From an optimization exercise on the open Yosys and OpenROAD flow, aimed at small area, a short achievable clock period and few clock cycles per item; shortcuts taken in it are not production practice.
Function was checked by simulation only, so behaviour that the tests miss may differ from the original.
Power is estimated from default activity; no workload was simulated.

==> flow/design.v <==
module draw_line (
    input  logic       clk,
    input  logic       rst,           
    input  logic [7:0] start_x_pos,   
    input  logic [6:0] start_y_pos,   
    input  logic [7:0] x_length,      
    input  logic [7:0] y_length,      
    input  logic       start_line,
    output logic       wr_valid,
    output logic [7:0] write_x_pos,
    output logic [6:0] write_y_pos,
    output logic       running
);
    logic [7:0] x_reg;
    logic [6:0] y_reg;
    logic       run_reg, wv_reg;
    logic [7:0] xn_reg;       
    logic [7:0] yn_reg;       
    logic       dir_reg;      
    logic [12:0] ideal_reg;
    logic [12:0] slope_reg;   
    logic [7:0] rem_reg;
    logic [3:0] cnt_reg;
    logic [8:0] dtry, dsub;
    logic [9:0] dcy;
    logic       qbit;
    always_comb begin
        dtry   = {rem_reg, slope_reg[12] ^ (dir_reg && (cnt_reg >= 4'd7) && (slope_reg[11:6] != 6'd0))};
        dcy[0] = 1'b1;
        for (int i = 0; i < 9; i++) begin
            logic b;
            b = (i < 8) ? xn_reg[i] : 1'b1;
            dsub[i]  = dtry[i] ^ b ^ dcy[i];
            dcy[i+1] = (dtry[i] & b) | (dcy[i] & (dtry[i] ^ b));
        end
        qbit = dcy[9];
    end
    function automatic logic at_ymax(input logic [7:0] yn, input logic [6:0] y, input logic dn);
        logic z;
        z = (yn == 8'd0);
        at_ymax = z || (dn && (y == 7'd0) && yn[7]);
    endfunction
    logic       ex_cur, ey_cur, stop_cur, go, ystep, xstep, iadd, div;
    logic [7:0] x_nxt, xn_nxt, yn_nxt;
    logic [6:0] y_nxt;
    logic [12:0] ideal_sum;
    logic       off_nxt, ex_nxt, ey_nxt;
    assign ex_cur   = (xn_reg == 8'hff);
    assign ey_cur   = at_ymax(yn_reg, y_reg, dir_reg);
    assign stop_cur = !wv_reg || (ex_cur && ey_cur);
    assign div      = (cnt_reg != 4'd0);
    assign go       = run_reg && !stop_cur && !div;
    assign ystep = go && (ex_cur || (y_reg != ideal_reg[12:6]));
    assign xstep = go && !ystep;
    assign iadd  = xstep && !ey_cur;
    always_comb begin
        logic c, b, u, a;
        c = xstep;
        b = xstep;
        for (int i = 0; i < 8; i++) begin
            x_nxt[i]  = x_reg[i] ^ c;
            c         = c & x_reg[i];
            xn_nxt[i] = xn_reg[i] ^ b;
            b         = b & xn_reg[i];
        end
        u = ystep;
        b = ystep || (div && (cnt_reg == 4'd13) && !dir_reg);
        for (int i = 0; i < 7; i++) begin
            y_nxt[i] = y_reg[i] ^ u;
            u        = u & (y_reg[i] ^ dir_reg);
        end
        for (int i = 0; i < 8; i++) begin
            yn_nxt[i] = yn_reg[i] ^ b;
            b         = b & yn_reg[i];
        end
        a = dir_reg;
        for (int i = 0; i < 13; i++) begin
            ideal_sum[i] = ideal_reg[i] ^ slope_reg[i] ^ a;
            a = (ideal_reg[i] & slope_reg[i]) | (a & (ideal_reg[i] ^ slope_reg[i]));
        end
    end
    assign off_nxt = (x_nxt > 8'd159) || (y_nxt > 7'd119);
    assign ex_nxt  = (xn_nxt == 8'hff);
    assign ey_nxt  = at_ymax(yn_nxt, y_nxt, dir_reg);
    always_ff @(posedge clk) begin
        x_reg   <= start_line ? start_x_pos : x_nxt;
        y_reg   <= start_line ? start_y_pos : y_nxt;
        xn_reg  <= start_line ? ~x_length : xn_nxt;
        yn_reg  <= start_line ? (y_length ^ {8{~y_length[7]}}) : yn_nxt;
        ideal_reg <= start_line ? {start_y_pos, 6'd0} : (iadd ? ideal_sum : ideal_reg);
        rem_reg <= start_line ? {7'd0, y_length[7] && (y_length[6:0] == 7'd0)} : (qbit ? dsub[7:0] : dtry[7:0]);
        if (start_line) begin
            dir_reg   <= y_length[7];
            slope_reg <= {y_length[6:0], 6'd0};
            cnt_reg   <= 4'd13;
        end else if (div) begin
            cnt_reg   <= cnt_reg - 4'd1;
            slope_reg <= {slope_reg[11:0], qbit ^ dir_reg};
        end
        if (start_line) begin
            run_reg <= 1'b1;
            wv_reg  <= (start_x_pos <= 8'd159) && (start_y_pos <= 7'd119);
        end else if (run_reg && stop_cur) begin
            run_reg <= 1'b0;
            wv_reg  <= 1'b0;
        end else if (go) begin
            run_reg <= !(off_nxt || (ex_nxt && ey_nxt));
            wv_reg  <= !off_nxt;
        end else if (!run_reg) begin
            wv_reg  <= 1'b0;
        end
        if (rst) begin
            run_reg <= 1'b0;
            wv_reg  <= 1'b0;
        end
    end
    assign wr_valid    = wv_reg;
    assign write_x_pos = x_reg;
    assign write_y_pos = y_reg;
    assign running     = run_reg;
endmodule
clock: 29.0 ns
lec_check: 0
cap_margin: 20
core_margin: 2
core_utilization: 40
slew_margin: 20
standard.sh (not shown) runs the stock make flow with config.mk's settings and CLKGATE_MAP_FILE= SYNTH_SCRIPT=/design/flow/synth_recipe.tcl, a recipe that flattens the netlist after the stock synthesis.
==> flow/flow/run.sh <==
#!/bin/bash
set -euo pipefail
export BUFFER_PORTS_ARGS="-buffer_cell sky130_fd_sc_hd__buf_2"
export SETUP_SLACK_MARGIN=22.0
bash standard.sh > standard.log 2>&1
Testbench counts at the start, summed over its fixed seeds: cycles 230,895, lines 2,400.
Next try:
==> flow/flow/run.sh (replaced) <==
#!/bin/bash
set -euo pipefail
export BUFFER_PORTS_ARGS="-buffer_cell sky130_fd_sc_hd__buf_2"
bash standard.sh > standard.log 2>&1
Result:
- The new run produced a clean layout
- setup slack loses 0.11 ns
- first-iteration DRC count is unchanged
- hold slack stays flat
- cell count is unchanged
- routed wire length barely changes
- clock power is about the same
- clock skew stays flat
- global-route usage stays the same
- utilization stays flat
- die area is unchanged


draw_line, a different RTL version from the one above (not shown whole).
Size in the first run: ~430 cells after synthesis, ~72 flip-flops, ~51 I/O pins.
export LEC_CHECK = 0
export CAP_MARGIN = 20
export CORE_MARGIN = 2
export CORE_UTILIZATION = 40
export SLEW_MARGIN = 20
create_clock -name core_clock -period 29.0 [get_ports {clk}]
run.sh (not shown) runs the stock make flow with config.mk's settings and CLKGATE_MAP_FILE= SYNTH_SCRIPT=/design/flow/synth_recipe.tcl, a recipe that flattens the netlist after the stock synthesis.
Stock flow here: none of the scripts above is used.
The baseline ran to the end with no violations.
Testbench counts at the start, summed over its fixed seeds: cycles 230,894, lines 2,400.
Then changed:
==> flow/flow/run.sh (new file) <==
#!/bin/bash
set -euo pipefail
export BUFFER_PORTS_ARGS="-buffer_cell sky130_fd_sc_hd__buf_2"
export SETUP_SLACK_MARGIN=21.9
bash standard.sh > standard.log 2>&1
==> flow/standard.sh (new file) <==
#!/bin/bash
# synth_recipe.tcl (not shown) runs the flow's synth.tcl, then flattens the netlist and writes it again
# the make line also repeats each setting of config.mk as NAME=value (left out here)
make -C /OpenROAD-flow-scripts/flow DESIGN_CONFIG=/design/flow/config.mk WORK_HOME=/design/flow/orfs CLKGATE_MAP_FILE= SYNTH_SCRIPT=/design/flow/synth_recipe.tcl "${@:-finish}"
removed: flow/run.sh
What happened:
- The changed run passed the timing, design-rule and antenna checks
- setup slack gains 0.46 ns
- synthesized cell count stays the same
- hold slack barely changes
- count of clock-buffer cells in the layout goes up by 4
- final area fell by a few percent
- sequential cell count does not change
- register-to-register slack improved by 0.05 ns
- sequential power is about the same
Then changed:
--- a/flow/flow/run.sh
+++ b/flow/flow/run.sh
@@ -4 +3,0 @@
-export SETUP_SLACK_MARGIN=21.9
Outcome:
- clock power falls by about a fifth
- power fell by a few percent
- non-clock buffer count does not change
- cell count is unchanged
- worst setup slack loses 0.075 ns
- global-route usage came out higher by 0.36 points
- fmax came out lower slightly
- final area goes down slightly
Then changed:
--- a/flow/flow/run.sh
+++ b/flow/flow/run.sh
@@ -3,0 +4 @@
+export SETUP_SLACK_MARGIN=22.3
Result:
- final area rises by 6.5%
- setup slack is better by 0.12 ns
- routed wire length rises by 2.4%
- hold slack is worse by 0.0065 ns
- power rises by 7.8%
- clock-buffer cell count falls by 3
- register-to-register slack is better by 0.38 ns
- sequential power is about the same
- utilization rises by 3.0 points
- critical path depth does not change

==> what the ideal ports hide <==
No port has a modelled driver above. Below, the same layouts with a new extraction and two added sets of constraints. Step 1: set_driving_cell puts a clkbuf_16 on clk and a buf_2 on each other input, an assumption about the parent block. Step 2 also shifts input and output timing later by t, the mid clock arrival at the registers, as if the neighbouring blocks saw the same clock. Slacks: ideal / step 1 / step 2; pairs: ideal / step 1.
| run | t (ns) | setup slack, ns | latest minus earliest clock arrival (ns) |
|---|---|---|---|
| the first run of note 1 | 0.385 | 22.059 / 22.027 / 21.806 | 0.013 / 0.013 |
| the second run of note 1 | 0.384 | 21.951 / 21.919 / 21.612 | 0.013 / 0.014 |
| the first run of note 2 | 0.369 | 21.464 / 21.472 / 21.103 | 0.010 / 0.010 |
| the second run of note 2 | 0.366 | 21.926 / 21.938 / 21.571 | 0.009 / 0.009 |
| the third run of note 2 | 0.376 | 21.851 / 21.864 / 21.489 | 0.010 / 0.009 |
| the fourth run of note 2 | 0.376 | 21.976 / 21.974 / 21.599 | 0.008 / 0.009 |
After both steps every run listed still meets setup and hold. For the fourth run of note 2, which loses most, drivers alone change the setup slack by -0.002 ns; drivers and shift together by -0.377 ns.
